From an optimization exercise on the open Yosys and OpenROAD flow, aimed at small area and a short achievable clock period; shortcuts taken in it are not production practice. Only simulation tests tie the RTL to the original design; equivalence was not proved. Power figures rest on the tool's default switching activity, not on a simulated workload.

==> flow/design.v (outline; a module is shown in full before it is edited, if it fits) <==
// module bigkey_top: 472 lines
// module bigkey: 1308 lines
// module bk_ctl: 120 lines
// module bk_pair: 10 lines
module bigkey_top (
  input  wire         clk,
  input  wire [255:0] key,
  input  wire [3:0]   count,
  input  wire         start,
  input  wire         encrypt,
  output wire [191:0] ksi,
  output wire [3:0]   new_count,
  output wire         data_ready
);
  // ...
==> flow/flow/run.sh <==
#!/bin/bash
# The standard layout, except that
#  - modules bk_pair and bk_ctl are read as the gate-level versions in
#    flow/*_cells.v (same functions; the registers and their names are untouched),
#  - the port buffers are small fast buffers (buf_1) instead of the default.
set -euo pipefail
python3 flow/subst.py design.v design_cells.v flow/bk_pair_cells.v flow/bk_ctl_cells.v > subst.log 2>&1
bash standard.sh VERILOG_FILES="$PWD/design_cells.v" \
  BUFFER_PORTS_ARGS="-buffer_cell sky130_fd_sc_hd__buf_1" finish > standard.log 2>&1
==> flow/flow/bk_ctl_cells.v <==
// Gate-level bk_ctl for the layout: the same function as the RTL's bk_ctl.
// u[i] = (count[i] == encrypt): bit i carries the increment (encrypt) or
// decrement (not encrypt) on to bit i+1. sp is class 0's "special" mode flag.
// Each distributed signal is made inverted and then driven by its own inverters.
module bk_ctl (input start, input encrypt, input c0, input c1, input c2, input c3,
               output nc0, output nc1, output nc2, output nc3, output dr,
               output [2:0] tn0a, output [2:0] tn1a, output [2:0] tn0b, output [2:0] tn1b,
               output [3:0] ld1, output [3:0] ld0);
  wire u0, u1, u2, u3, x1, x2, x3, p2n, p3n, a4n, o01, o23, t0000, t0111, t1110, t1111e, sp, spn;
  sky130_fd_sc_hd__xnor2_1 gu0 (.A(c0), .B(encrypt), .Y(u0));
  sky130_fd_sc_hd__xnor2_1 gu1 (.A(c1), .B(encrypt), .Y(u1));
  sky130_fd_sc_hd__xnor2_1 gu2 (.A(c2), .B(encrypt), .Y(u2));
  sky130_fd_sc_hd__xnor2_1 gu3 (.A(c3), .B(encrypt), .Y(u3));
  sky130_fd_sc_hd__mux2i_1 gn0 (.A0(c0), .A1(encrypt), .S(start), .Y(nc0));
  sky130_fd_sc_hd__xnor2_1 gx1 (.A(c1), .B(u0), .Y(x1));
  sky130_fd_sc_hd__mux2i_1 gn1 (.A0(x1), .A1(encrypt), .S(start), .Y(nc1));
  sky130_fd_sc_hd__nand2_1 gp2 (.A(u0), .B(u1), .Y(p2n));
  sky130_fd_sc_hd__xor2_1  gx2 (.A(c2), .B(p2n), .X(x2));
  sky130_fd_sc_hd__mux2i_1 gn2 (.A0(x2), .A1(encrypt), .S(start), .Y(nc2));
  sky130_fd_sc_hd__nand3_1 gp3 (.A(u0), .B(u1), .C(u2), .Y(p3n));
  sky130_fd_sc_hd__xor2_1  gx3 (.A(c3), .B(p3n), .X(x3));
  sky130_fd_sc_hd__mux2i_1 gn3 (.A0(x3), .A1(encrypt), .S(start), .Y(nc3));
  sky130_fd_sc_hd__nand4_1 ga4 (.A(u0), .B(u1), .C(u2), .D(u3), .Y(a4n));
  sky130_fd_sc_hd__nor2_1  gdr (.A(start), .B(a4n), .Y(dr));
  sky130_fd_sc_hd__nor2_1  go01 (.A(u0), .B(u1), .Y(o01));
  sky130_fd_sc_hd__nor2_1  go23 (.A(u2), .B(u3), .Y(o23));
  sky130_fd_sc_hd__nand2_1 gt0 (.A(o01), .B(o23), .Y(t0000));
  sky130_fd_sc_hd__nand4b_1 gt7 (.A_N(u3), .B(u2), .C(u1), .D(u0), .Y(t0111));
  sky130_fd_sc_hd__nand4b_1 gte (.A_N(u0), .B(u1), .C(u2), .D(u3), .Y(t1110));
  sky130_fd_sc_hd__or2_1   gtf (.A(a4n), .B(encrypt), .X(t1111e));
  sky130_fd_sc_hd__nand4_1 gsp (.A(t0000), .B(t0111), .C(t1110), .D(t1111e), .Y(sp));
  sky130_fd_sc_hd__inv_1   gspn (.A(sp), .Y(spn));
  wire [2:0] tn0n, tn1n;
  wire ld1n, ld0n;
  sky130_fd_sc_hd__nor3_2   ga0 (.A(start), .B(encrypt), .C(spn), .Y(tn0n[0]));
  sky130_fd_sc_hd__nor2_2   ga1 (.A(start), .B(sp), .Y(tn0n[1]));
  sky130_fd_sc_hd__a21oi_2  ga2 (.A1(encrypt), .A2(spn), .B1(start), .Y(tn0n[2]));
  sky130_fd_sc_hd__nor3_2   gb0 (.A(start), .B(encrypt), .C(sp), .Y(tn1n[0]));
  sky130_fd_sc_hd__nor2_2   gb1 (.A(start), .B(spn), .Y(tn1n[1]));
  sky130_fd_sc_hd__a21oi_2  gb2 (.A1(encrypt), .A2(sp), .B1(start), .Y(tn1n[2]));
  sky130_fd_sc_hd__nand2_4  gl1 (.A(start), .B(encrypt), .Y(ld1n));
  sky130_fd_sc_hd__nand2b_4 gl0 (.A_N(encrypt), .B(start), .Y(ld0n));
  sky130_fd_sc_hd__inv_8    gi0a0 (.A(tn0n[0]), .Y(tn0a[0]));
  sky130_fd_sc_hd__inv_8    gi0b0 (.A(tn0n[0]), .Y(tn0b[0]));
  sky130_fd_sc_hd__inv_8    gi1a0 (.A(tn1n[0]), .Y(tn1a[0]));
  sky130_fd_sc_hd__inv_8    gi1b0 (.A(tn1n[0]), .Y(tn1b[0]));
  sky130_fd_sc_hd__inv_8    gi0a1 (.A(tn0n[1]), .Y(tn0a[1]));
  sky130_fd_sc_hd__inv_8    gi0b1 (.A(tn0n[1]), .Y(tn0b[1]));
  sky130_fd_sc_hd__inv_8    gi1a1 (.A(tn1n[1]), .Y(tn1a[1]));
  sky130_fd_sc_hd__inv_8    gi1b1 (.A(tn1n[1]), .Y(tn1b[1]));
  sky130_fd_sc_hd__inv_8    gi0a2 (.A(tn0n[2]), .Y(tn0a[2]));
  sky130_fd_sc_hd__inv_8    gi0b2 (.A(tn0n[2]), .Y(tn0b[2]));
  sky130_fd_sc_hd__inv_8    gi1a2 (.A(tn1n[2]), .Y(tn1a[2]));
  sky130_fd_sc_hd__inv_8    gi1b2 (.A(tn1n[2]), .Y(tn1b[2]));
  sky130_fd_sc_hd__inv_8    gil10 (.A(ld1n), .Y(ld1[0]));
  sky130_fd_sc_hd__inv_8    gil00 (.A(ld0n), .Y(ld0[0]));
  sky130_fd_sc_hd__inv_8    gil11 (.A(ld1n), .Y(ld1[1]));
  sky130_fd_sc_hd__inv_8    gil01 (.A(ld0n), .Y(ld0[1]));
  sky130_fd_sc_hd__inv_8    gil12 (.A(ld1n), .Y(ld1[2]));
  sky130_fd_sc_hd__inv_8    gil02 (.A(ld0n), .Y(ld0[2]));
  sky130_fd_sc_hd__inv_8    gil13 (.A(ld1n), .Y(ld1[3]));
  sky130_fd_sc_hd__inv_8    gil03 (.A(ld0n), .Y(ld0[3]));
endmodule
==> flow/flow/bk_pair_cells.v <==
// Gate-level bk_pair for the layout: the same function as the RTL's bk_pair,
// in sky130 cells chosen for area.
module bk_pair (input a, input b, input ta0, input ta1, input ta2, input tb0, input tb1, input tb2, input l1, input l0,
                input ka1, input ka0, input kb1, input kb0, output da, output db);
  wire x, n, z, fa, fb;
  sky130_fd_sc_hd__ha_1     uh (.A(a), .B(b), .SUM(x), .COUT(n));
  sky130_fd_sc_hd__nor2_1   uz (.A(a), .B(b), .Y(z));
  sky130_fd_sc_hd__a222oi_1 ufa (.A1(x), .A2(ta1), .B1(n), .B2(ta2), .C1(z), .C2(ta0), .Y(fa));
  sky130_fd_sc_hd__a221o_1  uda (.A1(l1), .A2(ka1), .B1(l0), .B2(ka0), .C1(fa), .X(da));
  sky130_fd_sc_hd__a222oi_1 ufb (.A1(x), .A2(tb1), .B1(n), .B2(tb2), .C1(z), .C2(tb0), .Y(fb));
  sky130_fd_sc_hd__a221o_1  udb (.A1(l1), .A2(kb1), .B1(l0), .B2(kb0), .C1(fb), .X(db));
endmodule
==> flow/flow/subst.py <==
# Writes argv[2]: argv[1] (design.v) with each module defined in the files
# argv[3:] replacing the module of the same name.
import re, sys
src = open(sys.argv[1]).read()
for f in sys.argv[3:]:
    text = open(f).read()
    name = re.search(r'^module\s+(\w+)', text, re.M).group(1)
    src, n = re.subn(r'^module %s\b.*?^endmodule\b' % name, lambda m: text.strip(), src, flags=re.S | re.M)
    assert n == 1, (name, n)
open(sys.argv[2], 'w').write(src)
==> flow/standard.sh <==
#!/bin/bash
# synth_recipe.tcl (not shown) runs the flow's synth.tcl, then flattens the netlist and writes it again
# the make line also repeats each setting of config.mk as NAME=value (left out here)
make -C /OpenROAD-flow-scripts/flow DESIGN_CONFIG=/design/flow/config.mk WORK_HOME=/design/flow/orfs CLKGATE_MAP_FILE= SYNTH_SCRIPT=/design/flow/synth_recipe.tcl "${@:-finish}"
==> flow/config.mk <==
export PLATFORM = sky130hd
export DESIGN_NAME = bigkey_top
export DESIGN_NICKNAME = bigkey_top
export VERILOG_FILES = /design/flow/design.v
export SDC_FILE = /design/flow/constraint.sdc
export NUM_CORES = 4
export LEC_CHECK = 0
export CAP_MARGIN = 20
export CORE_MARGIN = 2
export CORE_UTILIZATION = 55
export SETUP_SLACK_MARGIN = 1.9
export SLEW_MARGIN = 20
==> flow/constraint.sdc <==
create_clock -name core_clock -period 4.5 [get_ports {clk}]
set_input_delay 0.9000 -clock core_clock [delete_from_list [all_inputs] [get_ports {clk}]]
set_output_delay 0.9000 -clock core_clock [all_outputs]
set_load 0.01 [all_outputs]
==> impl_results.md, run 1 <==
- Outcome: no timing/DRC/antenna violations
- Power Total: 12.9 mW
- Xor/xnor share of the synthesized area: 0.00482
- Maximum clock frequency: 376 MHz
- Vias in the first global route: 11,854
- Sw Ratio: 0.396
- Adder-cell share of the synthesized area: 0.110
- Post-DP Area: 0.0133 mm^2
- Synth Net Count: 1,518
- Synth Register Bits: 224
- Slew margin rel.: 0.696
- Number of flops mapped to enable cells by yosys: 0
- First-pass GRT wire length: 67,100 um
- Crit. End Element: flip-flop
- Synth top area cells: dfxtp_1 (35%), a221o_1 (18%), a222oi_1 (18%)
- CTS tree: done
- Starting Density: 0.560
- GP Congestion: 0.835
- Gr busiest metal: met2
- Req. time, crit path: 4.98 ns
- Top layer used by detailed routing: met5
- Slew Viols, Final: 0
- Clock tree sinks: 224
- CTS Buffer Depth: 3
- Sequential power: 3.98 mW
- Port Buffers: 425
- IO Count: 460
==> run 2: changes to the inputs <==
--- a/flow/flow/bk_ctl_cells.v
+++ b/flow/flow/bk_ctl_cells.v
@@ -8,3 +8,3 @@
                output [3:0] ld1, output [3:0] ld0);
-  wire u0, u1, u2, u3, x1, x2, x3, p2n, p3n, a4n, o01, o23, t0000, t0111, t1110, t1111e, sp, spn;
+  wire u0, u1, u2, u3, x1, x2, x3, p2n, p3n, a4n, sp, spn;
   sky130_fd_sc_hd__xnor2_1 gu0 (.A(c0), .B(encrypt), .Y(u0));
@@ -24,10 +24,15 @@
   sky130_fd_sc_hd__nor2_1  gdr (.A(start), .B(a4n), .Y(dr));
-  sky130_fd_sc_hd__nor2_1  go01 (.A(u0), .B(u1), .Y(o01));
-  sky130_fd_sc_hd__nor2_1  go23 (.A(u2), .B(u3), .Y(o23));
-  sky130_fd_sc_hd__nand2_1 gt0 (.A(o01), .B(o23), .Y(t0000));
-  sky130_fd_sc_hd__nand4b_1 gt7 (.A_N(u3), .B(u2), .C(u1), .D(u0), .Y(t0111));
-  sky130_fd_sc_hd__nand4b_1 gte (.A_N(u0), .B(u1), .C(u2), .D(u3), .Y(t1110));
-  sky130_fd_sc_hd__or2_1   gtf (.A(a4n), .B(encrypt), .X(t1111e));
-  sky130_fd_sc_hd__nand4_1 gsp (.A(t0000), .B(t0111), .C(t1110), .D(t1111e), .Y(sp));
-  sky130_fd_sc_hd__inv_1   gspn (.A(sp), .Y(spn));
+  // sp = encrypt ? (count is 0, 7 or 14) : (count is 0, 1, 8 or 15), from count directly
+  wire t1n, a4cn, spd, x30, h7, z01, z23, z4n, spe;
+  sky130_fd_sc_hd__a211o_1 gd1s (.A1(c3), .A2(c0), .B1(c2), .C1(c1), .X(t1n));
+  sky130_fd_sc_hd__nand4_1 ga4c (.A(c0), .B(c1), .C(c2), .D(c3), .Y(a4cn));
+  sky130_fd_sc_hd__nand2_1 gd2s (.A(t1n), .B(a4cn), .Y(spd));
+  sky130_fd_sc_hd__xor2_1  ge1s (.A(c3), .B(c0), .X(x30));
+  sky130_fd_sc_hd__nand3_1 ge2s (.A(c2), .B(c1), .C(x30), .Y(h7));
+  sky130_fd_sc_hd__nor2_1  gz01 (.A(c0), .B(c1), .Y(z01));
+  sky130_fd_sc_hd__nor2_1  gz23 (.A(c2), .B(c3), .Y(z23));
+  sky130_fd_sc_hd__nand2_1 gz4 (.A(z01), .B(z23), .Y(z4n));
+  sky130_fd_sc_hd__nand2_1 ge3s (.A(z4n), .B(h7), .Y(spe));
+  sky130_fd_sc_hd__mux2i_1 gspn (.A0(spd), .A1(spe), .S(encrypt), .Y(spn));
+  sky130_fd_sc_hd__inv_1   gsp (.A(spn), .Y(sp));
   wire [2:0] tn0n, tn1n;
==> run 2 against run 1 <==
Net effect:
- worst setup slack got worse by 0.066 ns
- largest cell class unchanged
- wire length decreased by 2.3%
- clock-buffer cell count decreased by 2
- first-iteration DRC count decreased by 5.1%
- via count about the same
- sequential share of layout area increased by 0.36 points
- register-to-register slack about the same
- total power decreased by 0.86%
- clock power increased by 3%
- final cell count decreased by 0.46%
- sequential cell count unchanged
- highest routed layer unchanged
==> impl_results.md, run 2 <==
- Setup TNS: 0 ns (unchanged)
- CTS buffer count: 26 (unchanged)
- Primary FF master, synth: dfxtp_1 (unchanged)
- Gr ovfl total: 0 (unchanged)
- Hold Slack: 0.612 ns (was 0.626 ns)
- Synth warnings: 1 (unchanged)
- Initial antenna violation count: 6 (was 5)
- Slowest CP cell: xnor2_4 (was a222oi_1)
- Number of flops mapped to enable cells by yosys: 0 (unchanged)
- Worst IR Drop VDD: 0.000428 V (was 0.000414 V)
- Synth Register Bits: 224 (unchanged)
- DRC: 0 (unchanged)
- Fillcell total: 1,980 (was 1,949)
- Synthesized area per cell: 11.1 um^2 (about the same)
- Most common cell after layout, fill and taps aside: buf_1 (unchanged)
- Starting DRT DRC Count: 2,674 (was 2,819)
- Req. time, crit path: 3.60 ns (was 4.98 ns)
- DP Wirelength: 28,300 um (was 28,600 um)
- WP data arrival: 1.82 ns (was 3.13 ns)
- H-Tree Level Count: 1 (unchanged)
- Worst path top cell family by delay: XOR/XNOR gates (was buffers and inverters)
- Port Buffers: 425 (unchanged)
- Top-area cell type share of the netlist area: 0.352 (about the same)
- Register area share after synthesis: 0.352 (about the same)
- Vias in the first global route: 11,842 (was 11,854)
- Ratio of cells with drive above 1 in the final layout: 0.0677 (was 0.0736)
- Slew Viols, Final: 0 (unchanged)
- Core area: 0.0227 mm^2 (unchanged)
- Clock tree sinks: 224 (unchanged)
- Detailed-route wire length per cell: 26.5 um (was 27.0 um)
- Largest net degree at the start of global routing: 57 (unchanged)
- Slew @ Worst Pin: 0.464 ns (was 0.456 ns)
- LEAKAGE: 5.44 nW (was 5.50 nW)
- Crit. End Element: primary output (was flip-flop)
- DIE HEIGHT: 156 um (about the same)
- IO Count: 460 (unchanged)
- Area Growth Syn to Fin: 12.5% (was 14.0%)
- Maximum clock frequency: 367 MHz (was 376 MHz)
- Most frequent cells in the layout: buf_1 (416), dfxtp_1 (224), a221o_1 (224), a222oi_1 (224), nor2_1 (115) (was buf_1 (417), dfxtp_1 (224), a221o_1 (224), a222oi_1 (224), nor2_1 (115))
- Detail Route Antenna Nets: 0 (unchanged)
- CTS tree: done (unchanged)
- CP Buf/Inv Count: 2 (was 7)
- Slew margin rel.: 0.690 (was 0.696)
- Final setup vio count: 0 (unchanged)
- Clock Tree Root: clkbuf_16 (unchanged)
- Die W: 156 um (about the same)
- Min Tclk post-route: 2.72 ns (was 2.66 ns)
- Hold Path Class: in2reg (unchanged)
- Slowest stage delay, CP: 0.19 ns (was 0.34 ns)
- Synth Net Count: 1,521 (was 1,518)
- Max Cap Violations: 0 (unchanged)
- GP Congestion: 0.829 (was 0.835)
- Post-synth cell types: 20 (was 21)
- Nets: 1,788 (was 1,798)
- Row count: 55 (unchanged)
- Reg clk slew, reported paths: 0.06 ns (about the same)
- Synthesized instance count: 1,146 (was 1,143)
- Vias post-DR: 12,646 (was 12,658)
- Async SR Flop Fraction: 0 (unchanged)
- Tcrit/Tclk final: 0.605 (was 0.590)
- Via-to-Cell Ratio: 7.34 (was 7.32)
- First-pass GRT wire length: 66,600 um (was 67,100 um)
- Leading area contributor after synthesis: dfxtp_1 (unchanged)
- Crit-path cells: buf_12 -> xnor2_4 -> nand2_1 -> xor2_1 -> mux2i_1 -> buf_2 (was buf_12 -> buf_4 -> xnor2_4 -> nand4_1 -> or2_1 -> nand4_1 -> buf_6 -> inv_6 -> a21oi_4 -> buf_12 -> buf_12 -> clkinv_8 -> a222oi_1 -> a221o_1)
- Final setup skew: 0.0134 ns (was 0.00783 ns)
- Die area: 0.0244 mm^2 (about the same)
- Critical path class: in2out (was in2reg)
- Synth top cells by count: a221o_1 (224), a222oi_1 (224), dfxtp_1 (224), buf_4 (196), nor2_1 (115) (unchanged)
- Starting Density: 0.561 (was 0.560)
- CP max FO: 4 (was 7)
- Unrepaired setup endpoints after global routing: true (unchanged)
- CP Launch Type: input port (unchanged)
- P per Cell Area: 892 mW/mm^2 (was 889 mW/mm^2)
- Synth top area cells: dfxtp_1 (35%), a221o_1 (18%), a222oi_1 (18%) (unchanged)
- Final Hold Vio Count: 0 (unchanged)
- First-pass DRT Iterations: 10 (unchanged)
- Outcome: no timing/DRC/antenna violations (unchanged)
- Mapped Area: 0.0127 mm^2 (about the same)
- CTS Buffer Depth: 3 (unchanged)
- Total GRT Usage: 0.343 (was 0.347)
- Clock Latency Late Sink: 0.53 ns (about the same)
- Total wire length: 45,700 um (was 46,800 um)
run 2: cell type report:
type                    count  area [um^2]  area share
well taps                 285          357      0.0249
multi-input cells         705         6660       0.464
flip-flops and latches    224         4480       0.313
inverters                  21          229      0.0160
diodes                      5         12.5    0.000873
clock buffers              36          769      0.0537
repair buffers            435         1750       0.122
clock inverters            11         83.8     0.00585
run 2: final timing paths:
check	from	to	slack, ns	depth (start not counted)
worst max-delay path	count[0]	new_count[2]	1.78	6
worst min-delay path	key[97]	u_bigkey.pksi_38_	0.61	2
worst max register to register	u_bigkey.pksi_84_	u_bigkey.pksi_176_	3.19	3
worst min register to register	u_bigkey.n_n2899	u_bigkey.n_n2899	0.77	3
run 2: report_power, final:
| group | internal [mW] | switching, mW |
|---|---|---|
| combinational | 3.42 | 3.29 |
| clock | 1.25 | 0.864 |
| sequential | 3.13 | 0.844 |
run 2: metrics by stage:
| stage | setup slack [ns] | area (um^2) | utilization | total power, mW | cells |
|---|---|---|---|---|---|
| 3_5_place_dp | 1.24 | 13300 | 0.584 | 10.4 | 1662 |
| 3_3_place_gp | 1.31 | 13300 | 0.584 | 10.2 | 1662 |
| 5_1_grt | 1.77 | 14300 | 0.631 | 13.6 | 1721 |
| 6_report | 1.78 | 14300 | 0.631 | 12.8 | 1722 |
| 2_1_floorplan | 1.90 | 12800 | - | 9.79 | 1146 |
| 4_1_cts | 1.87 | 14200 | 0.627 | 12.6 | 1712 |
run 2: what timing repair did:
action / in CTS / in global routing
pin swaps: 5 / 9
setup buffers: 3 / 5
setup endpoints to repair: 116 / 210
hold buffers: 0 / 0
resized for setup: 19 / 15
run 2: layer usage:
layer,global-route usage,wire (um),vias up
met5,0,13,-
met4,0.156,2070,2
met3,0.0858,5440,115
met2,0.556,20900,893
met1,0.431,17300,6089
li1,-,-,5547
run 2: logic make-up (layout without fill, tap and decap cells):
group                    after synthesis  count (layout)  synth area share
AO/OA/AOI/OAI                        451             451             0.354
flip-flops                           224             224             0.352
buffers and inverters                217             503             0.133
AND/OR/NAND/NOR                      129             129            0.0413
adder cells (fa/ha/maj)              112             112             0.110
XOR/XNOR                               8               8           0.00550
multiplexers                           5               5           0.00393
other                                  0               5                 0
==> run 3: changes to the inputs <==
--- a/flow/config.mk
+++ b/flow/config.mk
@@ -9,4 +9,4 @@
 export CORE_MARGIN = 2
-export CORE_UTILIZATION = 55
-export SETUP_SLACK_MARGIN = 1.9
+export CORE_UTILIZATION = 65
+export SETUP_SLACK_MARGIN = 2.0
 export SLEW_MARGIN = 20
==> run 3 against run 2 <==
Net effect:
- still clean
- fmax down 3.4%
- synthesized cell count stayed put
- clock-buffer cell count decreased by 1
- critical path depth is 1 higher
- sequential power hardly changed
- final area is 0.59% lower
- clock power down 9%
- hold slack gained 0.020 ns
- total power shrank 1.1%
- sequential cell count stayed put
- critical endpoint unchanged
- highest routed layer is now met4
==> impl_results.md, run 3 <==
- Final setup skew: 0.00997 ns (was 0.0134 ns)
- Gr busiest metal: met2 (unchanged)
- IO Count: 460 (unchanged)
- Complex-gate fraction of the synthesized area: 0.354 (unchanged)
- Largest net degree at the start of global routing: 57 (unchanged)
- Row count: 51 (was 55)
- Async SR Flop Fraction: 0 (unchanged)
- Xor/xnor share of the synthesized area: 0.00550 (unchanged)
- First-pass DRT Iterations: 14 (was 10)
- Maximum clock frequency: 355 MHz (was 367 MHz)
- Top-area cell type share of the netlist area: 0.352 (unchanged)
- Hold Buf Count CTS: 0 (unchanged)
- Worst path top cell family by delay: buffers and inverters (was XOR/XNOR gates)
- Starting Density: 0.659 (was 0.561)
- Synth warnings: 1 (unchanged)
- Slew margin rel.: 0.692 (was 0.690)
- Reg clk slew, reported paths: 0.06 ns (about the same)
- Main combinational cell family by area after synthesis: compound AO/OA/AOI/OAI gates (unchanged)
- Power Total: 12.6 mW (was 12.8 mW)
- Leading area contributor after synthesis: dfxtp_1 (unchanged)
- LEAKAGE: 5.41 nW (was 5.44 nW)
- Ratio of cells with drive above 1 in the final layout: 0.0657 (was 0.0677)
- GP Congestion: 0.879 (was 0.829)
- Simple-Gate Fraction of Synth Area: 0.0413 (unchanged)
- Crit. End Element: primary output (unchanged)
- DP Wirelength: 27,400 um (was 28,300 um)
- Req. time, crit path: 3.60 ns (about the same)
- Slew Viols, Final: 0 (unchanged)
- Nets: 1,792 (was 1,788)
- Post-synth cell types: 20 (unchanged)
- Min Tclk post-route: 2.82 ns (was 2.72 ns)
- P per Cell Area: 887 mW/mm^2 (was 892 mW/mm^2)
- Mapped Area: 0.0127 mm^2 (unchanged)
- Initial antenna violation count: 2 (was 6)
- DRC: 0 (unchanged)
- Area Growth Syn to Fin: 11.9% (was 12.5%)
- Hold Path Stages: 2 (unchanged)
- Outcome: no timing/DRC/antenna violations (unchanged)
- Die W: 144 um (was 156 um)
- Final setup vio count: 0 (unchanged)
- Most frequent cells in the layout: buf_1 (415), dfxtp_1 (224), a221o_1 (224), a222oi_1 (224), nor2_1 (115) (was buf_1 (416), dfxtp_1 (224), a221o_1 (224), a222oi_1 (224), nor2_1 (115))
- Met2 usage: 0.618 (was 0.556)
- Final Hold Vio Count: 0 (unchanged)
- Hold Path Class: in2reg (unchanged)
- Port Buffers: 425 (unchanged)
- Most common cell after layout, fill and taps aside: buf_1 (unchanged)
- Worst r2r path cells: 3 (unchanged)
- Vias post-DR: 12,834 (was 12,646)
- Clock Tree Root: clkbuf_16 (unchanged)
- H-Tree Level Count: 1 (unchanged)
- Vias in the first global route: 11,689 (was 11,842)
- Levels on crit path: 7 (was 6)
- Met3 usage: 0.100 (was 0.0858)
- First-pass GRT wire length: 64,400 um (was 66,600 um)
- Synth top cells by count: a221o_1 (224), a222oi_1 (224), dfxtp_1 (224), buf_4 (196), nor2_1 (115) (unchanged)
- Setup TNS: 0 ns (unchanged)
- Starting DRT DRC Count: 2,904 (was 2,674)
- Unrepaired setup endpoints after global routing: true (unchanged)
- Synthesized instance count: 1,146 (unchanged)
- CTS tree: done (unchanged)
- Total GRT Usage: 0.389 (was 0.343)
- CTS buffer count: 24 (was 26)
- Primary FF master, synth: dfxtp_1 (unchanged)
- CP max FO: 5 (was 4)
- Worst IR Drop VDD: 0.000498 V (was 0.000428 V)
- Post-synthesis mux area share: 0.00393 (unchanged)
- Tcrit/Tclk final: 0.626 (was 0.605)
- Synth top area cells: dfxtp_1 (35%), a221o_1 (18%), a222oi_1 (18%) (unchanged)
- CP Buf/Inv Count: 3 (was 2)
- Core area: 0.0193 mm^2 (was 0.0227 mm^2)
- Synth Net Count: 1,521 (unchanged)
- Synthesized area per cell: 11.1 um^2 (unchanged)
- Detailed-route wire length per cell: 26.2 um (was 26.5 um)
- Gr ovfl total: 0 (unchanged)
- Slowest stage delay, CP: 0.21 ns (was 0.19 ns)
- CP Launch Type: input port (unchanged)
- Number of flops mapped to enable cells by yosys: 0 (unchanged)
- Detail Route Antenna Nets: 0 (unchanged)
- Via-to-Cell Ratio: 7.56 (was 7.34)
- Clock tree sinks: 224 (unchanged)
- WP data arrival: 1.92 ns (was 1.82 ns)
- Register area share after synthesis: 0.352 (unchanged)
- Clock Latency Late Sink: 0.52 ns (was 0.53 ns)
- Slowest CP cell: mux2i_1 (was xnor2_4)
- Slew @ Worst Pin: 0.462 ns (was 0.464 ns)
- Crit-path cells: buf_8 -> buf_12 -> xnor2_4 -> nand2_1 -> xor2_1 -> mux2i_1 -> buf_2 (was buf_12 -> xnor2_4 -> nand2_1 -> xor2_1 -> mux2i_1 -> buf_2)
- Max Cap Violations: 0 (unchanged)
- Synth Register Bits: 224 (unchanged)
- Critical path class: in2out (unchanged)
- CTS Buffer Depth: 3 (unchanged)
- Die area: 0.0207 mm^2 (was 0.0244 mm^2)
- DIE HEIGHT: 144 um (was 156 um)
- GRT met1 Usage: 0.505 (was 0.431)
- Total wire length: 44,400 um (was 45,700 um)
- Adder-cell share of the synthesized area: 0.110 (unchanged)
[run 3: cell counts after synthesis]
Identical to the previous run, type by type.
[run 3: cell type report]
cell class              instances  area, um^2
clock inverters                 4        20.0
fillers                      1500        5080
multi-input cells             705        6640
diodes                          3        7.51
well taps                     265         332
flip-flops and latches        224        4480
repair buffers                438        1780
clock buffers                  35         723
repair inverters                3        26.3
inverters                      21         239
[run 3: logic make-up (layout without fill, tap and decap cells)]
family,after synthesis,after routing
AO/OA/AOI/OAI,451,451
flip-flops,224,224
adder cells (fa/ha/maj),112,112
buffers and inverters,217,501
other,0,3
AND/OR/NAND/NOR,129,129
multiplexers,5,5
XOR/XNOR,8,8
[run 3: power breakdown]
group	switching [mW]	leakage (nW)	internal, mW
clock	0.822	0.372	1.10
sequential	0.828	1.89	3.13
combinational	3.33	3.15	3.44
[run 3: routing by layer]
| layer | part of all wire | up-vias |
|---|---|---|
| met4 | 0.043 | 0 |
| met3 | 0.14 | 138 |
| met2 | 0.46 | 1075 |
| met5 | 0 | - |
| li1 | - | 5544 |
| met1 | 0.36 | 6077 |
[run 3: worst paths after layout]
check	startpoint	end	slack, ns
worst max-delay path	encrypt	new_count[2]	1.68
worst min-delay path	key[162]	u_bigkey.pksi_69_	0.63
worst max register to register	u_bigkey.pksi_66_	u_bigkey.pksi_66_	3.18
worst min register to register	u_bigkey.n_n2943	u_bigkey.pksi_32_	0.77
[run 3: per-stage QoR]
step                      std cells  instance area (um^2)  utilization  hold slack (ns)  setup slack, ns
after CTS                      1685                 14100        0.730            0.623             1.68
after global placement         1642                 13300        0.686            0.738             1.38
after global routing           1696                 14200        0.737            0.630             1.65
after detailed placement       1642                 13300        0.686            0.750             1.35
final                          1698                 14300        0.737            0.632             1.68
after floorplan                1146                 12800            -            0.714             1.98
[run 3: repair_timing]
item                       in CTS  in global routing
gates resized for setup        18                  5
setup endpoints to repair     208                229
gates cloned                    0                  3
buffers inserted                4                  7
pin swaps                       4                  4
hold endpoints to repair        0                  0
==> run 4: changes to the inputs <==
--- a/flow/config.mk
+++ b/flow/config.mk
@@ -9,4 +9,7 @@
 export CORE_MARGIN = 2
-export CORE_UTILIZATION = 65
-export SETUP_SLACK_MARGIN = 2.0
+export CORE_UTILIZATION = 55
+export CTS_BUF_LIST = sky130_fd_sc_hd__clkbuf_16
+export CTS_CLUSTER_DIAMETER = 80
+export CTS_CLUSTER_SIZE = 16
+export SETUP_SLACK_MARGIN = 1.9
 export SLEW_MARGIN = 20
==> run 4 against run 3 <==
Net effect:
- largest cell class unchanged
- largest power group unchanged
- final cell count shrank 0.35%
- sequential power is essentially flat
- worst setup slack gained 0.070 ns
==> impl_results.md, run 4 <==
- Vias post-DR: 12,622 (was 12,834)
- Core area: 0.0227 mm^2 (was 0.0193 mm^2)
- CTS Buffer Depth: 3 (unchanged)
- DIE HEIGHT: 156 um (was 144 um)
- Starting Density: 0.561 (was 0.659)
- Crit. End Element: primary output (unchanged)
- Clock Tree Root: clkbuf_16 (unchanged)
- Xor/xnor share of the synthesized area: 0.00550 (unchanged)
- Final setup skew: 0.00806 ns (was 0.00997 ns)
- FF-to-FF End: u_bigkey.pksi_176_ (was u_bigkey.pksi_66_)
- Unrepaired setup endpoints after global routing: true (unchanged)
- Gr busiest metal: met2 (unchanged)
- Slew @ Worst Pin: 0.466 ns (was 0.462 ns)
- Primary FF master, synth: dfxtp_1 (unchanged)
- Outcome: no timing/DRC/antenna violations (unchanged)
- Die W: 156 um (was 144 um)
- Top-area cell type share of the netlist area: 0.352 (unchanged)
- Leading area contributor after synthesis: dfxtp_1 (unchanged)
- Clock Latency Late Sink: 0.49 ns (was 0.52 ns)
- Min Tclk post-route: 2.75 ns (was 2.82 ns)
- Ratio of cells with drive above 1 in the final layout: 0.0499 (was 0.0657)
- Reg clk slew, reported paths: 0.08 ns (was 0.06 ns)
- DRC: 0 (unchanged)
- Complex-gate fraction of the synthesized area: 0.354 (unchanged)
- Main combinational cell family by area after synthesis: compound AO/OA/AOI/OAI gates (unchanged)
- Synth Register Bits: 224 (unchanged)
- Post-synthesis mux area share: 0.00393 (unchanged)
- Tcrit/Tclk final: 0.611 (was 0.626)
- Initial antenna violation count: 7 (was 2)
- CTS buffer count: 17 (was 24)
- Via-to-Cell Ratio: 7.46 (was 7.56)
- Pre-CTS setup slack: 1.24 ns (was 1.35 ns)
- Synthesized area per cell: 11.1 um^2 (unchanged)
- Largest net degree at the start of global routing: 57 (unchanged)
- Hold path startpoint: key[248] (was key[162])
- Critical path class: in2out (unchanged)
- Total wire length: 45,400 um (was 44,400 um)
- Post-DP Area: 0.0133 mm^2 (about the same)
- Slew Viols, Final: 0 (unchanged)
- GRT met1 Usage: 0.434 (was 0.505)
- Mapped Area: 0.0127 mm^2 (unchanged)
- Number of flops mapped to enable cells by yosys: 0 (unchanged)
- CP max FO: 4 (was 5)
- Final Hold Vio Count: 0 (unchanged)
- Nets: 1,779 (was 1,792)
- Post-synth cell types: 20 (unchanged)
- Synth Net Count: 1,521 (unchanged)
- IO Count: 460 (unchanged)
- Area Growth Syn to Fin: 9.26% (was 11.9%)
- H-Tree Level Count: 1 (unchanged)
- Hold Path Class: in2reg (unchanged)
- Worst r2r path cells: 3 (unchanged)
- First-pass GRT wire length: 66,000 um (was 64,400 um)
- Starting DRT DRC Count: 2,672 (was 2,904)
- Synth top cells by count: a221o_1 (224), a222oi_1 (224), dfxtp_1 (224), buf_4 (196), nor2_1 (115) (unchanged)
- Slowest CP cell: xnor2_4 (was mux2i_1)
- Crit Reg-Reg Startpoint: u_bigkey.pksi_84_ (was u_bigkey.pksi_66_)
- Finished layout cell area: 0.0139 mm^2 (was 0.0143 mm^2)
- Setup TNS: 0 ns (unchanged)
- Max Cap Violations: 0 (unchanged)
- Final setup vio count: 0 (unchanged)
- Total GRT Usage: 0.341 (was 0.389)
- Simple-Gate Fraction of Synth Area: 0.0413 (unchanged)
- First-pass DRT Iterations: 13 (was 14)
- Synth top area cells: dfxtp_1 (35%), a221o_1 (18%), a222oi_1 (18%) (unchanged)
- Synth warnings: 1 (unchanged)
- Fillcell total: 2,022 (was 1,500)
- Register area share after synthesis: 0.352 (unchanged)
- Die area: 0.0244 mm^2 (was 0.0207 mm^2)
- Gr ovfl total: 0 (unchanged)
- Row count: 55 (was 51)
- Crit-path cells: buf_12 -> xnor2_4 -> nand2_1 -> xor2_1 -> mux2i_1 -> buf_2 (was buf_8 -> buf_12 -> xnor2_4 -> nand2_1 -> xor2_1 -> mux2i_1 -> buf_2)
- DP Wirelength: 28,300 um (was 27,400 um)
- R2r setup slk: 3.19 ns (was 3.18 ns)
- Async SR Flop Fraction: 0 (unchanged)
- Slowest stage delay, CP: 0.19 ns (was 0.21 ns)
- Worst IR Drop VDD: 0.000440 V (was 0.000498 V)
- Hold EP: u_bigkey.pksi_76_ (was u_bigkey.pksi_69_)
- Detail Route Antenna Nets: 0 (unchanged)
- LEAKAGE: 5.22 nW (was 5.41 nW)
- Port Buffers: 425 (unchanged)
- Final Util: 0.613 (was 0.737)
- Met3 usage: 0.0834 (was 0.100)
- P per Cell Area: 867 mW/mm^2 (was 887 mW/mm^2)
- WP data arrival: 1.85 ns (was 1.92 ns)
- Slew margin rel.: 0.689 (was 0.692)
- Req. time, crit path: 3.60 ns (about the same)
- Hold Path Stages: 2 (unchanged)
- GP Congestion: 0.829 (was 0.879)
- Met2 usage: 0.546 (was 0.618)
- Adder-cell share of the synthesized area: 0.110 (unchanged)
- Vias in the first global route: 11,738 (was 11,689)
- CTS tree: done (unchanged)
- CP Launch Type: input port (unchanged)
- Most common cell after layout, fill and taps aside: buf_1 (unchanged)
- Most frequent cells in the layout: buf_1 (416), dfxtp_1 (224), a221o_1 (224), a222oi_1 (224), nor2_1 (115) (was buf_1 (415), dfxtp_1 (224), a221o_1 (224), a222oi_1 (224), nor2_1 (115))
- Detailed-route wire length per cell: 26.8 um (was 26.2 um)
- Maximum clock frequency: 364 MHz (was 355 MHz)
- Synthesized instance count: 1,146 (unchanged)
- Clock tree sinks: 224 (unchanged)
- Setup slack after layout: 1.75 ns (was 1.68 ns)
[run 4: timing repair]
item,4_1_cts,5_1_grt
pin swaps,5,13
setup endpoints to repair,119,157
setup buffers,3,5
gates resized for setup,20,14
hold buffers,0,0
endpoints found under the hold margin,0,0
[run 4: layout make-up]
type                            instances  area (um^2)  share of cell area
Tap cell                              285          357              0.0256
Inverter                               21          229              0.0164
Timing Repair Buffer                  435         1760               0.126
Sequential cell                       224         4480               0.322
Multi-Input combinational cell        705         6660               0.478
Antenna cell                            5         12.5            0.000899
Clock buffer                           17          425              0.0306
[run 4: report_power, final]
group	switching, mW	internal, mW	total [mW]
Sequential	0.842	3.12	3.96
Clock	0.721	0.672	1.39
Combinational	3.29	3.42	6.71
[run 4: worst max path at each step]
stage | start | end | cells past startpoint
3_3_place_gp | encrypt | u_bigkey.pksi_108_ | 7
5_1_grt | count[0] | new_count[2] | 6
4_1_cts | encrypt | new_count[2] | 6
2_1_floorplan | count[3] | u_bigkey.n_n2379 | 9
6_report | count[0] | new_count[2] | 6
3_5_place_dp | encrypt | u_bigkey.pksi_104_ | 7
[run 4: kinds of logic (layout without fill, tap and decap cells)]
group           Yosys count  after routing
fa+ha+maj               112            112
mux                       5              5
other cells               0              5
buf+inv                 217            473
compound gates          451            451
xor+xnor                  8              8
flops                   224            224
simple gates            129            129
[run 4: per-stage QoR]
stage          hold WS, ns  total power [mW]  std cells
2_1_floorplan        0.714              9.79       1146
3_3_place_gp         0.737              10.2       1662
3_5_place_dp         0.745              10.4       1662
4_1_cts              0.649              11.9       1682
5_1_grt              0.660              12.9       1692
6_report             0.655              12.1       1692
[run 4: per-layer routing]
layer / part of all wire / vias to the layer above
met1: 0.38 / 6129
li1: - / 5496
met3: 0.12 / 114
met2: 0.46 / 881
met5: 0.00029 / -
met4: 0.044 / 2
[run 4: critical path, delay by kind of cell]
family	cells	cell delay, ns
buffers and inverters	2	0.28
xor gates and xnor gates	2	0.37
muxes	1	0.19
and+or+nand+nor	1	0.09
==> run 5: changes to the inputs <==
--- a/flow/flow/bk_ctl_cells.v
+++ b/flow/flow/bk_ctl_cells.v
@@ -13,13 +13,13 @@
   sky130_fd_sc_hd__xnor2_1 gu3 (.A(c3), .B(encrypt), .Y(u3));
-  sky130_fd_sc_hd__mux2i_1 gn0 (.A0(c0), .A1(encrypt), .S(start), .Y(nc0));
+  sky130_fd_sc_hd__mux2i_2 gn0 (.A0(c0), .A1(encrypt), .S(start), .Y(nc0));
   sky130_fd_sc_hd__xnor2_1 gx1 (.A(c1), .B(u0), .Y(x1));
-  sky130_fd_sc_hd__mux2i_1 gn1 (.A0(x1), .A1(encrypt), .S(start), .Y(nc1));
+  sky130_fd_sc_hd__mux2i_2 gn1 (.A0(x1), .A1(encrypt), .S(start), .Y(nc1));
   sky130_fd_sc_hd__nand2_1 gp2 (.A(u0), .B(u1), .Y(p2n));
   sky130_fd_sc_hd__xor2_1  gx2 (.A(c2), .B(p2n), .X(x2));
-  sky130_fd_sc_hd__mux2i_1 gn2 (.A0(x2), .A1(encrypt), .S(start), .Y(nc2));
+  sky130_fd_sc_hd__mux2i_2 gn2 (.A0(x2), .A1(encrypt), .S(start), .Y(nc2));
   sky130_fd_sc_hd__nand3_1 gp3 (.A(u0), .B(u1), .C(u2), .Y(p3n));
   sky130_fd_sc_hd__xor2_1  gx3 (.A(c3), .B(p3n), .X(x3));
-  sky130_fd_sc_hd__mux2i_1 gn3 (.A0(x3), .A1(encrypt), .S(start), .Y(nc3));
+  sky130_fd_sc_hd__mux2i_2 gn3 (.A0(x3), .A1(encrypt), .S(start), .Y(nc3));
   sky130_fd_sc_hd__nand4_1 ga4 (.A(u0), .B(u1), .C(u2), .D(u3), .Y(a4n));
-  sky130_fd_sc_hd__nor2_1  gdr (.A(start), .B(a4n), .Y(dr));
+  sky130_fd_sc_hd__nor2_2  gdr (.A(start), .B(a4n), .Y(dr));
   // sp = encrypt ? (count is 0, 7 or 14) : (count is 0, 1, 8 or 15), from count directly
--- a/flow/config.mk
+++ b/flow/config.mk
@@ -10,5 +10,2 @@
 export CORE_UTILIZATION = 55
-export CTS_BUF_LIST = sky130_fd_sc_hd__clkbuf_16
-export CTS_CLUSTER_DIAMETER = 80
-export CTS_CLUSTER_SIZE = 16
 export SETUP_SLACK_MARGIN = 1.9
==> run 5 against run 4 <==
Net effect:
- register-to-register slack better by 0.05 ns
- synthesized area is 0.14% higher
- wire length is 0.59% lower
- fmax is 1.7% higher
- first-iteration DRC count is 11% higher
- critical path depth stayed put
- die area is 0.13% higher
- final cell count is 1.5% higher
- sequential share of layout area is 1.0 points lower
- synthesized cell count stayed put
- via count is 0.10% higher
- utilization is 2.0 points higher
- highest routed layer is now met4
==> impl_results.md, run 5 <==
- CTS buffer count: 26 (was 17)
- CP max FO: 6 (was 4)
- Area Growth Syn to Fin: 12.7% (was 9.26%)
- IO Count: 460 (unchanged)
- Post-synth cell types: 21 (was 20)
- Levels on crit path: 6 (unchanged)
- Worst IR Drop VDD: 0.000387 V (was 0.000440 V)
- Maximum clock frequency: 370 MHz (was 364 MHz)
- CTS tree: done (unchanged)
- Total wire length: 45,100 um (was 45,400 um)
- Initial antenna violation count: 2 (was 7)
- Setup TNS: 0 ns (unchanged)
- Largest net degree at the start of global routing: 57 (unchanged)
- Core area: 0.0227 mm^2 (unchanged)
- Hold Path Class: in2reg (unchanged)
- Unrepaired setup endpoints after global routing: true (unchanged)
- Die W: 156 um (about the same)
- Synth Register Bits: 224 (unchanged)
- Mapped Area: 0.0128 mm^2 (was 0.0127 mm^2)
- Post-DP Area: 0.0133 mm^2 (about the same)
- Slew margin rel.: 0.691 (was 0.689)
- DRC: 0 (unchanged)
- Most frequent cells in the layout: buf_1 (415), dfxtp_1 (224), a221o_1 (224), a222oi_1 (224), nor2_1 (114) (was buf_1 (416), dfxtp_1 (224), a221o_1 (224), a222oi_1 (224), nor2_1 (115))
- Sequential Area: 0.00448 mm^2 (unchanged)
- Finished layout cell area: 0.0144 mm^2 (was 0.0139 mm^2)
- CP Buf/Inv Count: 2 (unchanged)
- Number of flops mapped to enable cells by yosys: 0 (unchanged)
- Min Tclk post-route: 2.70 ns (was 2.75 ns)
- Starting DRT DRC Count: 2,964 (was 2,672)
- Vias post-DR: 12,635 (was 12,622)
- First-pass DRT Iterations: 10 (was 13)
- Final setup skew: 0.0111 ns (was 0.00806 ns)
- Layout Cells excl Fill: 1,717 (was 1,692)
- Fillcell total: 2,039 (was 2,022)
- Primary FF master, synth: dfxtp_1 (unchanged)
- Reg clk slew, reported paths: 0.06 ns (was 0.08 ns)
- H-Tree Level Count: 1 (unchanged)
- Synthesized instance count: 1,146 (unchanged)
- Clock tree sinks: 224 (unchanged)
- DP Cell Count: 1,662 (unchanged)
- CTS Buffer Depth: 3 (unchanged)
- Synthesized area per cell: 11.1 um^2 (about the same)
- Clock Tree Root: clkbuf_16 (unchanged)
- Port Buffers: 425 (unchanged)
- Detailed-route wire length per cell: 26.3 um (was 26.8 um)
- Slew Viols, Final: 0 (unchanged)
- Async SR Flop Fraction: 0 (unchanged)
- Power Total: 12.9 mW (was 12.1 mW)
- Leading area contributor after synthesis: dfxtp_1 (unchanged)
- Detail Route Antenna Nets: 0 (unchanged)
- Critical path class: in2out (unchanged)
- Hold Path Stages: 2 (unchanged)
- Worst path top cell family by delay: XOR/XNOR gates (unchanged)
- P per Cell Area: 895 mW/mm^2 (was 867 mW/mm^2)
- Ratio of cells with drive above 1 in the final layout: 0.0686 (was 0.0499)
- Most common cell after layout, fill and taps aside: buf_1 (unchanged)
- Crit. End Element: primary output (unchanged)
- GP Congestion: 0.855 (was 0.829)
- CP Launch Type: input port (unchanged)
- Outcome: no timing/DRC/antenna violations (unchanged)
- Hold Slack: 0.625 ns (was 0.655 ns)
- Top-area cell type share of the netlist area: 0.351 (was 0.352)
- Synth warnings: 1 (unchanged)
- Nets: 1,786 (was 1,779)
- Total GRT Usage: 0.343 (was 0.341)
- Slew @ Worst Pin: 0.464 ns (was 0.466 ns)
- LEAKAGE: 5.44 nW (was 5.22 nW)
- Tcrit/Tclk final: 0.601 (was 0.611)
- Synth Net Count: 1,521 (unchanged)
- Register area share after synthesis: 0.351 (was 0.352)
- Synth top area cells: dfxtp_1 (35%), a221o_1 (18%), a222oi_1 (18%) (unchanged)
- Multi-input logic area: 0.00667 mm^2 (was 0.00666 mm^2)
- Req. time, crit path: 3.60 ns (about the same)
- Crit-path cells: buf_4 -> xnor2_2 -> nand3_2 -> xor2_1 -> mux2i_2 -> buf_2 (was buf_12 -> xnor2_4 -> nand2_1 -> xor2_1 -> mux2i_1 -> buf_2)
- Slowest stage delay, CP: 0.19 ns (about the same)
- Synth top cells by count: a221o_1 (224), a222oi_1 (224), dfxtp_1 (224), buf_4 (196), nor2_1 (114) (was a221o_1 (224), a222oi_1 (224), dfxtp_1 (224), buf_4 (196), nor2_1 (115))
- Row count: 55 (unchanged)
- WP data arrival: 1.80 ns (was 1.85 ns)
- Max Cap Violations: 0 (unchanged)
- Slowest CP cell: xnor2_2 (was xnor2_4)
- Final Hold Vio Count: 0 (unchanged)
- First-pass GRT wire length: 67,200 um (was 66,000 um)
- Worst r2r path cells: 3 (unchanged)
- DIE HEIGHT: 156 um (about the same)
- Starting Density: 0.562 (was 0.561)
- DP Wirelength: 28,500 um (was 28,300 um)
- Via-to-Cell Ratio: 7.36 (was 7.46)
- Clock Latency Late Sink: 0.54 ns (was 0.49 ns)
- Final setup vio count: 0 (unchanged)
- Gr ovfl total: 0 (unchanged)
- Vias in the first global route: 12,031 (was 11,738)
- Die area: 0.0244 mm^2 (about the same)
run 5: through the flow:
stage          setup WS [ns]  utilization
6_report                1.80        0.633
5_1_grt                 1.78        0.633
4_1_cts                 1.82        0.630
3_5_place_dp            1.16        0.585
3_3_place_gp            1.26        0.585
2_1_floorplan           1.90            -
run 5: cell families (layout without fill, tap and decap cells):
logic type	count (synthesis)	after routing	synth area share
simple gates	129	129	0.0415
compound gates	451	451	0.353
mux	5	5	0.00510
flops	224	224	0.351
xor+xnor	8	8	0.00549
buf+inv	217	500	0.133
fa+ha+maj	112	112	0.110
other cells	0	3	0
run 5: path summary, 6_finish.rpt:
path | start | end | slack (ns)
min | key[219] | u_bigkey.pksi_169_ | 0.62
max | count[2] | new_count[3] | 1.80
min reg2reg | u_bigkey.n_n2885 | u_bigkey.pksi_83_ | 0.76
max reg2reg | u_bigkey.pksi_51_ | u_bigkey.pksi_145_ | 3.24
run 5: cell type report:
cell class                 instances  area share
multi-input combinational        705       0.464
sequential                       224       0.312
timing repair buffer             433       0.121
clock buffer                      40      0.0552
tap                              285      0.0248
inverter                          21      0.0159
clock inverter                     6     0.00731
antenna                            3    0.000522
run 5: per-layer routing:
metal	global-route usage	up-vias	wire length, um
met5	0	-	0
met4	0.145	0	1840
met3	0.0881	117	5370
met2	0.559	844	21000
met1	0.430	6125	16900
li1	-	5549	-
run 5: timing repair:
action,4_1_cts,5_1_grt
hold buffers,0,0
endpoints found under the setup margin,142,19
pin swaps,5,7
resized for setup,24,10
buffers inserted,3,3
cloned,0,0
run 5: where the power goes:
group / internal (mW) / switching [mW] / leakage (nW)
registers: 3.13 / 0.835 / 1.89
clock network: 1.38 / 0.867 / 0.444
logic: 3.41 / 3.26 / 3.11
total: 7.92 / 4.96 / 5.44
==> run 6: changes to the inputs <==
--- a/flow/config.mk
+++ b/flow/config.mk
@@ -10,2 +10,5 @@
 export CORE_UTILIZATION = 55
+export CTS_BUF_LIST = sky130_fd_sc_hd__clkbuf_16
+export CTS_CLUSTER_DIAMETER = 80
+export CTS_CLUSTER_SIZE = 16
 export SETUP_SLACK_MARGIN = 1.9
==> run 6 against run 5 <==
Net effect:
- still clean
- first-iteration DRC count fell by 6.7%
- final cell count fell by 1.4%
- global-route usage fell by 0.11 points
- fmax barely moved
- worst setup slack got worse by 0.0023 ns
- clock skew fell by 0.0053 ns
- via count fell by 0.16%
==> impl_results.md, run 6 <==
- Core area: 0.0227 mm^2 (unchanged)
- R2r setup slk: 3.23 ns (was 3.24 ns)
- Port Buffers: 425 (unchanged)
- Hold EP: u_bigkey.pksi_109_ (was u_bigkey.pksi_169_)
- Clock Tree Root: clkbuf_16 (unchanged)
- Worst IR Drop VDD: 0.000407 V (was 0.000387 V)
- Top-area cell type share of the netlist area: 0.351 (unchanged)
- Synth top area cells: dfxtp_1 (35%), a221o_1 (18%), a222oi_1 (18%) (unchanged)
- Number of flops mapped to enable cells by yosys: 0 (unchanged)
- CTS buffer count: 17 (was 26)
- Hold Path Stages: 2 (unchanged)
- Synth top cells by count: a221o_1 (224), a222oi_1 (224), dfxtp_1 (224), buf_4 (196), nor2_1 (114) (unchanged)
- Row count: 55 (unchanged)
- Outcome: no timing/DRC/antenna violations (unchanged)
- Starting Density: 0.562 (unchanged)
- Unrepaired setup endpoints after global routing: true (unchanged)
- Area Growth Syn to Fin: 9.20% (was 12.7%)
- DP Cell Count: 1,662 (unchanged)
- LEAKAGE: 5.21 nW (was 5.44 nW)
- Max Cap Violations: 0 (unchanged)
- DRC: 0 (unchanged)
- Post-synth cell types: 21 (unchanged)
- CP max FO: 6 (unchanged)
- Vias in the first global route: 11,812 (was 12,031)
- Maximum clock frequency: 370 MHz (about the same)
- Hold path startpoint: key[28] (was key[219])
- Leading area contributor after synthesis: dfxtp_1 (unchanged)
- Crit Reg-Reg Startpoint: u_bigkey.n_n2280 (was u_bigkey.pksi_51_)
- Setup TNS: 0 ns (unchanged)
- Synthesized area per cell: 11.1 um^2 (unchanged)
- Detail Route Antenna Nets: 0 (unchanged)
- Hold Buf Count CTS: 0 (unchanged)
- Total wire length: 45,200 um (was 45,100 um)
- Final Hold Vio Count: 0 (unchanged)
- Reg clk slew, reported paths: 0.07 ns (was 0.06 ns)
- Initial antenna violation count: 5 (was 2)
- Synth Net Count: 1,521 (unchanged)
- GP Congestion: 0.855 (unchanged)
- Synth Register Bits: 224 (unchanged)
- DP Wirelength: 28,500 um (unchanged)
- Vias post-DR: 12,615 (was 12,635)
- Gr ovfl total: 0 (unchanged)
- P per Cell Area: 863 mW/mm^2 (was 895 mW/mm^2)
- Worst r2r path cells: 3 (unchanged)
- Primary FF master, synth: dfxtp_1 (unchanged)
- Tcrit/Tclk final: 0.601 (about the same)
- Synthesized instance count: 1,146 (unchanged)
- Slew @ Worst Pin: 0.462 ns (was 0.464 ns)
- Starting DRT DRC Count: 2,764 (was 2,964)
- IO Count: 460 (unchanged)
- H-Tree Level Count: 1 (unchanged)
- Synth warnings: 1 (unchanged)
- CTS tree: done (unchanged)
- Register area share after synthesis: 0.351 (unchanged)
- Min Tclk post-route: 2.70 ns (about the same)
- Final setup skew: 0.00584 ns (was 0.0111 ns)
- First-pass GRT wire length: 66,600 um (was 67,200 um)
- Clock tree sinks: 224 (unchanged)
- CTS Buffer Depth: 3 (unchanged)
- Critical path class: in2out (unchanged)
- Worst Setup SP: count[2] (unchanged)
- Mapped Area: 0.0128 mm^2 (unchanged)
- Most frequent cells in the layout: buf_1 (416), dfxtp_1 (224), a221o_1 (224), a222oi_1 (224), nor2_1 (114) (was buf_1 (415), dfxtp_1 (224), a221o_1 (224), a222oi_1 (224), nor2_1 (114))
- Most common cell after layout, fill and taps aside: buf_1 (unchanged)
- Power Total: 12.0 mW (was 12.9 mW)
- Via-to-Cell Ratio: 7.45 (was 7.36)
- Total GRT Usage: 0.342 (was 0.343)
- Layout Cells excl Fill: 1,693 (was 1,717)
- Die W: 156 um (unchanged)
- Hold Slack: 0.658 ns (was 0.625 ns)
- CP Launch Type: input port (unchanged)
- Detailed-route wire length per cell: 26.7 um (was 26.3 um)
- Crit. End Element: primary output (unchanged)
- Async SR Flop Fraction: 0 (unchanged)
- Slew margin rel.: 0.692 (was 0.691)
- Die area: 0.0244 mm^2 (unchanged)
- FF-to-FF End: u_bigkey.n_n2280 (was u_bigkey.pksi_145_)
- Hold Path Class: in2reg (unchanged)
- First-pass DRT Iterations: 10 (unchanged)
- Final setup vio count: 0 (unchanged)
- Req. time, crit path: 3.60 ns (about the same)
- Clock Latency Late Sink: 0.49 ns (was 0.54 ns)
- WP data arrival: 1.80 ns (about the same)
- Nets: 1,779 (was 1,786)
- DIE HEIGHT: 156 um (unchanged)
- Ratio of cells with drive above 1 in the final layout: 0.0535 (was 0.0686)
- Largest net degree at the start of global routing: 57 (unchanged)
- Slew Viols, Final: 0 (unchanged)
[run 6: cell types whose count changed in the layout (fill, tap and decap cells not counted), sizes merged]
cell    before  now
buf        432  434
diode        3    6
bufinv       3    0
clkbuf      41   17
clkinv       3    1
[run 6: through the flow]
| stage | setup WS, ns | cell area [um^2] | utilization |
|---|---|---|---|
| after floorplan | 1.90 | 12800 | - |
| after global placement | 1.26 | 13300 | 0.585 |
| after detailed placement | 1.16 | 13300 | 0.585 |
| after CTS | 1.80 | 13800 | 0.609 |
| after global routing | 1.78 | 13900 | 0.613 |
| final | 1.80 | 13900 | 0.614 |
[run 6: worst max-delay path by stage]
stage / endpoint / slack [ns] / depth (start not counted)
3_3_place_gp: u_bigkey.pksi_99_ / 1.26 / 7
5_1_grt: new_count[3] / 1.78 / 6
4_1_cts: new_count[3] / 1.80 / 6
6_report: new_count[3] / 1.80 / 6
3_5_place_dp: u_bigkey.pksi_145_ / 1.16 / 10
2_1_floorplan: u_bigkey.n_n2379 / 1.90 / 9
[run 6: routing by layer]
metal / part of all wire / global-route usage / vias to the layer above
li1: - / - / 5503
met5: 0 / 0 / -
met3: 0.12 / 0.0922 / 112
met2: 0.46 / 0.550 / 885
met1: 0.37 / 0.430 / 6115
met4: 0.044 / 0.150 / 0
[run 6: cell type report]
| type | instances | area, um^2 |
|---|---|---|
| well taps | 285 | 357 |
| repair inverters | 1 | 8.76 |
| clock buffers | 17 | 425 |
| fillers | 2081 | 8770 |
| flip-flops and latches | 224 | 4480 |
| diodes | 6 | 15.0 |
| repair buffers | 434 | 1750 |
| inverters | 21 | 234 |
| multi-input cells | 705 | 6660 |
[run 6: timing repair]
item / in CTS / in global routing
pin swaps: 4 / 8
endpoints found under the setup margin: 229 / 55
cloned: 0 / 1
buffers inserted: 4 / 3
resized for setup: 24 / 6
[run 6: power breakdown]
part / total [mW] / switching, mW / internal [mW]
registers: 3.96 / 0.838 / 3.12
logic: 6.68 / 3.26 / 3.41
clock network: 1.40 / 0.725 / 0.673
[run 6: logic make-up (layout without fill, tap and decap cells)]
group           count (synthesis)  after routing  share of synthesized area
compound gates                451            451                      0.353
xor+xnor                        8              8                    0.00549
fa+ha+maj                     112            112                      0.110
buf+inv                       217            473                      0.133
flops                         224            224                      0.351
mux                             5              5                    0.00510
other cells                     0              6                          0
simple gates                  129            129                     0.0415
[run 6: critical path: stages]
cell and delay (ns):
buf_2 0.15, xnor2_2 0.19, nand3_2 0.10, xor2_1 0.16, mux2i_2 0.14, buf_2 0.16
==> run 7: changes to the inputs <==
--- a/flow/config.mk
+++ b/flow/config.mk
@@ -13,3 +13,3 @@
 export CTS_CLUSTER_SIZE = 16
-export SETUP_SLACK_MARGIN = 1.9
+export SETUP_SLACK_MARGIN = 1.75
 export SLEW_MARGIN = 20
==> run 7 against run 6 <==
Net effect:
- sequential power barely moved
- total power rose by 0.59%
- final area about the same
- first-iteration DRC count down 2.4%
- still clean
- sequential share of layout area is essentially flat
==> impl_results.md, run 7 <==
- Outcome: no timing/DRC/antenna violations (unchanged)
- Ratio of cells with drive above 1 in the final layout: 0.0540 (was 0.0535)
- Setup TNS: 0 ns (unchanged)
- Synthesized area per cell: 11.1 um^2 (unchanged)
- Clock Tree Root: clkbuf_16 (unchanged)
- Unrepaired setup endpoints after global routing: true (unchanged)
- Synth Register Bits: 224 (unchanged)
- Gr ovfl total: 0 (unchanged)
- Detail Route Antenna Nets: 0 (unchanged)
- Clock Latency Late Sink: 0.50 ns (was 0.49 ns)
- Primary FF master, synth: dfxtp_1 (unchanged)
- DP Wirelength: 28,300 um (was 28,500 um)
- Finished layout cell area: 0.0139 mm^2 (about the same)
- Most common cell after layout, fill and taps aside: buf_1 (unchanged)
- Multi-input logic area: 0.00666 mm^2 (about the same)
- Starting DRT DRC Count: 2,699 (was 2,764)
- IO Count: 460 (unchanged)
- Synth top area cells: dfxtp_1 (35%), a221o_1 (18%), a222oi_1 (18%) (unchanged)
- Max Cap Violations: 0 (unchanged)
- Synth top cells by count: a221o_1 (224), a222oi_1 (224), dfxtp_1 (224), buf_4 (196), nor2_1 (114) (unchanged)
- Total wire length: 45,400 um (was 45,200 um)
- Hold Buf Count CTS: 0 (unchanged)
- Maximum clock frequency: 362 MHz (was 370 MHz)
- Crit. End Element: primary output (unchanged)
- Min Tclk post-route: 2.77 ns (was 2.70 ns)
- Post-synth cell types: 21 (unchanged)
- Die W: 156 um (unchanged)
- Async SR Flop Fraction: 0 (unchanged)
- WP data arrival: 1.87 ns (was 1.80 ns)
- Most frequent cells in the layout: buf_1 (417), dfxtp_1 (224), a221o_1 (224), a222oi_1 (224), nor2_1 (114) (was buf_1 (416), dfxtp_1 (224), a221o_1 (224), a222oi_1 (224), nor2_1 (114))
- Slew margin rel.: 0.558 (was 0.692)
- R2r setup slk: 3.24 ns (was 3.23 ns)
- Leading area contributor after synthesis: dfxtp_1 (unchanged)
- Worst IR Drop VDD: 0.000381 V (was 0.000407 V)
- Hold Path Class: in2reg (unchanged)
- CTS Buffer Depth: 3 (unchanged)
- Initial antenna violation count: 4 (was 5)
- Setup slack after layout: 1.73 ns (was 1.80 ns)
- Synth Net Count: 1,521 (unchanged)
- Pre-CTS setup slack: 0.970 ns (was 1.16 ns)
- Power Total: 12.1 mW (was 12.0 mW)
- Area Growth Syn to Fin: 9.28% (was 9.20%)
- Total GRT Usage: 0.346 (was 0.342)
- Nets: 1,778 (was 1,779)
- Core area: 0.0227 mm^2 (unchanged)
- Largest net degree at the start of global routing: 57 (unchanged)
- Starting Density: 0.562 (unchanged)
- Mapped Area: 0.0128 mm^2 (unchanged)
- Synth warnings: 1 (unchanged)
- Clock tree sinks: 224 (unchanged)
- GP Congestion: 0.870 (was 0.855)
- Row count: 55 (unchanged)
- CTS buffer count: 18 (was 17)
- DRC: 0 (unchanged)
- Vias in the first global route: 11,775 (was 11,812)
- Sequential Area: 0.00448 mm^2 (unchanged)
- Final Hold Vio Count: 0 (unchanged)
- P per Cell Area: 868 mW/mm^2 (was 863 mW/mm^2)
- CTS tree: done (unchanged)
- First-pass DRT Iterations: 14 (was 10)
- LEAKAGE: 5.22 nW (was 5.21 nW)
- CP Launch Type: input port (unchanged)
- Vias post-DR: 12,634 (was 12,615)
- Post-DP Area: 0.0133 mm^2 (about the same)
- Critical path class: in2out (unchanged)
- Final setup vio count: 0 (unchanged)
- Via-to-Cell Ratio: 7.44 (was 7.45)
- Detailed-route wire length per cell: 26.7 um (about the same)
- H-Tree Level Count: 1 (unchanged)
- Register area share after synthesis: 0.351 (unchanged)
- DIE HEIGHT: 156 um (unchanged)
- Slew @ Worst Pin: 0.659 ns (was 0.462 ns)
- Final setup skew: 0.0105 ns (was 0.00584 ns)
- Port Buffers: 425 (unchanged)
- Req. time, crit path: 3.60 ns (about the same)
- Reg clk slew, reported paths: 0.08 ns (was 0.07 ns)
- Top-area cell type share of the netlist area: 0.351 (unchanged)
- CP max FO: 6 (unchanged)
- Slew Viols, Final: 0 (unchanged)
- Fillcell total: 2,008 (was 2,081)
- Tcrit/Tclk final: 0.615 (was 0.601)
- Die area: 0.0244 mm^2 (unchanged)
- Synthesized instance count: 1,146 (unchanged)
- Number of flops mapped to enable cells by yosys: 0 (unchanged)
- First-pass GRT wire length: 67,300 um (was 66,600 um)
## run 7: cell count changes in the layout (fill, tap and decap cells not counted), sizes merged
cell,delta
clkbuf,+4
clkinv,+4
buf,-3
## run 7: worst max-delay path: stages
cell and delay (ns):
buf_8 0.10, buf_12 0.14, xnor2_4 0.18, nand2_1 0.09, xor2_1 0.15, mux2i_2 0.14, buf_2 0.15
## run 7: final cells by class
cell class              instances  area share
diodes                          6     0.00108
clock buffers                  19      0.0341
clock inverters                 5     0.00188
inverters                      21      0.0164
multi-input cells             705       0.477
flip-flops and latches        224       0.322
well taps                     285      0.0256
repair buffers                433       0.122
## run 7: cell families (layout without fill, tap and decap cells)
logic type               Yosys count  in the layout  share of synthesized area
AO/OA/AOI/OAI                    451            451                      0.353
flip-flops                       224            224                      0.351
buffers and inverters            217            478                      0.133
AND/OR/NAND/NOR                  129            129                     0.0415
adder cells (fa/ha/maj)          112            112                      0.110
XOR/XNOR                           8              8                    0.00549
multiplexers                       5              5                    0.00510
other                              0              6                          0
## run 7: power by group
part,internal (mW),switching (mW)
Clock,0.758,0.766
Sequential,3.12,0.837
Combinational,3.40,3.22
## run 7: per-layer routing
layer / track usage / vias to the layer above / routed length, um
met3: 0.0742 / 99 / 5320
met4: 0.148 / 0 / 1720
li1: - / 5513 / -
met1: 0.458 / 6137 / 17500
met2: 0.546 / 885 / 20900
met5: 0 / - / 0
## run 7: timing repair
| item | CTS | global route |
|---|---|---|
| setup endpoints to repair | 228 | 229 |
| pin swaps | 2 | 4 |
| setup buffers | 5 | 1 |
| gates resized for setup | 16 | 7 |
| endpoints found under the hold margin | 0 | 0 |
## run 7: worst paths after layout
check | startpoint | to | cells after the start
setup / recovery | encrypt | new_count[2] | 7
hold / removal | key[36] | u_bigkey.pksi_107_ | 2
setup reg to reg | u_bigkey.n_n2280 | u_bigkey.n_n2865 | 3
hold reg to reg | u_bigkey.n_n2982 | u_bigkey.pksi_11_ | 3
## run 7: metrics by stage
stage                     cells  hold WS [ns]  utilization
after global routing       1696         0.656        0.614
after detailed placement   1662         0.745        0.584
final                      1698         0.653        0.614
after global placement     1662         0.739        0.584
after CTS                  1691         0.640        0.611
after floorplan            1146         0.714            -

port drivers added, routing unchanged:
The results above use ideal ports. As a check the final layouts listed here were re-extracted and re-timed, cells and wires unchanged.
Step 1 assumes that a clkbuf_16 drives the clock port and a buf_2 every other input.
Step 2 adds t to the input delays and takes it off the output delays; t is the mean of the earliest and latest rising clock arrival at the registers after step 1. Input paths then give back, and output paths get back, about the clock's delay inside the block.
Slacks: ideal ports / drivers / drivers and shift; pairs: ideal ports / drivers.
run	t (ns)	slack for setup (ns)	latest minus earliest clock arrival (ns)
run 1	0.578	1.843 / 1.821 / 1.266	0.012 / 0.012
run 2	0.573	1.777 / 1.714 / 1.334	0.022 / 0.022
run 3	0.568	1.682 / 1.644 / 1.345	0.011 / 0.010
run 4	0.538	1.752 / 1.689 / 1.376	0.014 / 0.014
run 5	0.581	1.798 / 1.775 / 1.394	0.013 / 0.014
run 6	0.541	1.795 / 1.766 / 1.435	0.012 / 0.012
run 7	0.549	1.735 / 1.690 / 1.393	0.014 / 0.014
After both steps setup and hold are still met in every run listed. For run 1, which loses most, drivers alone change the setup slack by -0.022 ns; drivers and shift together by -0.577 ns.
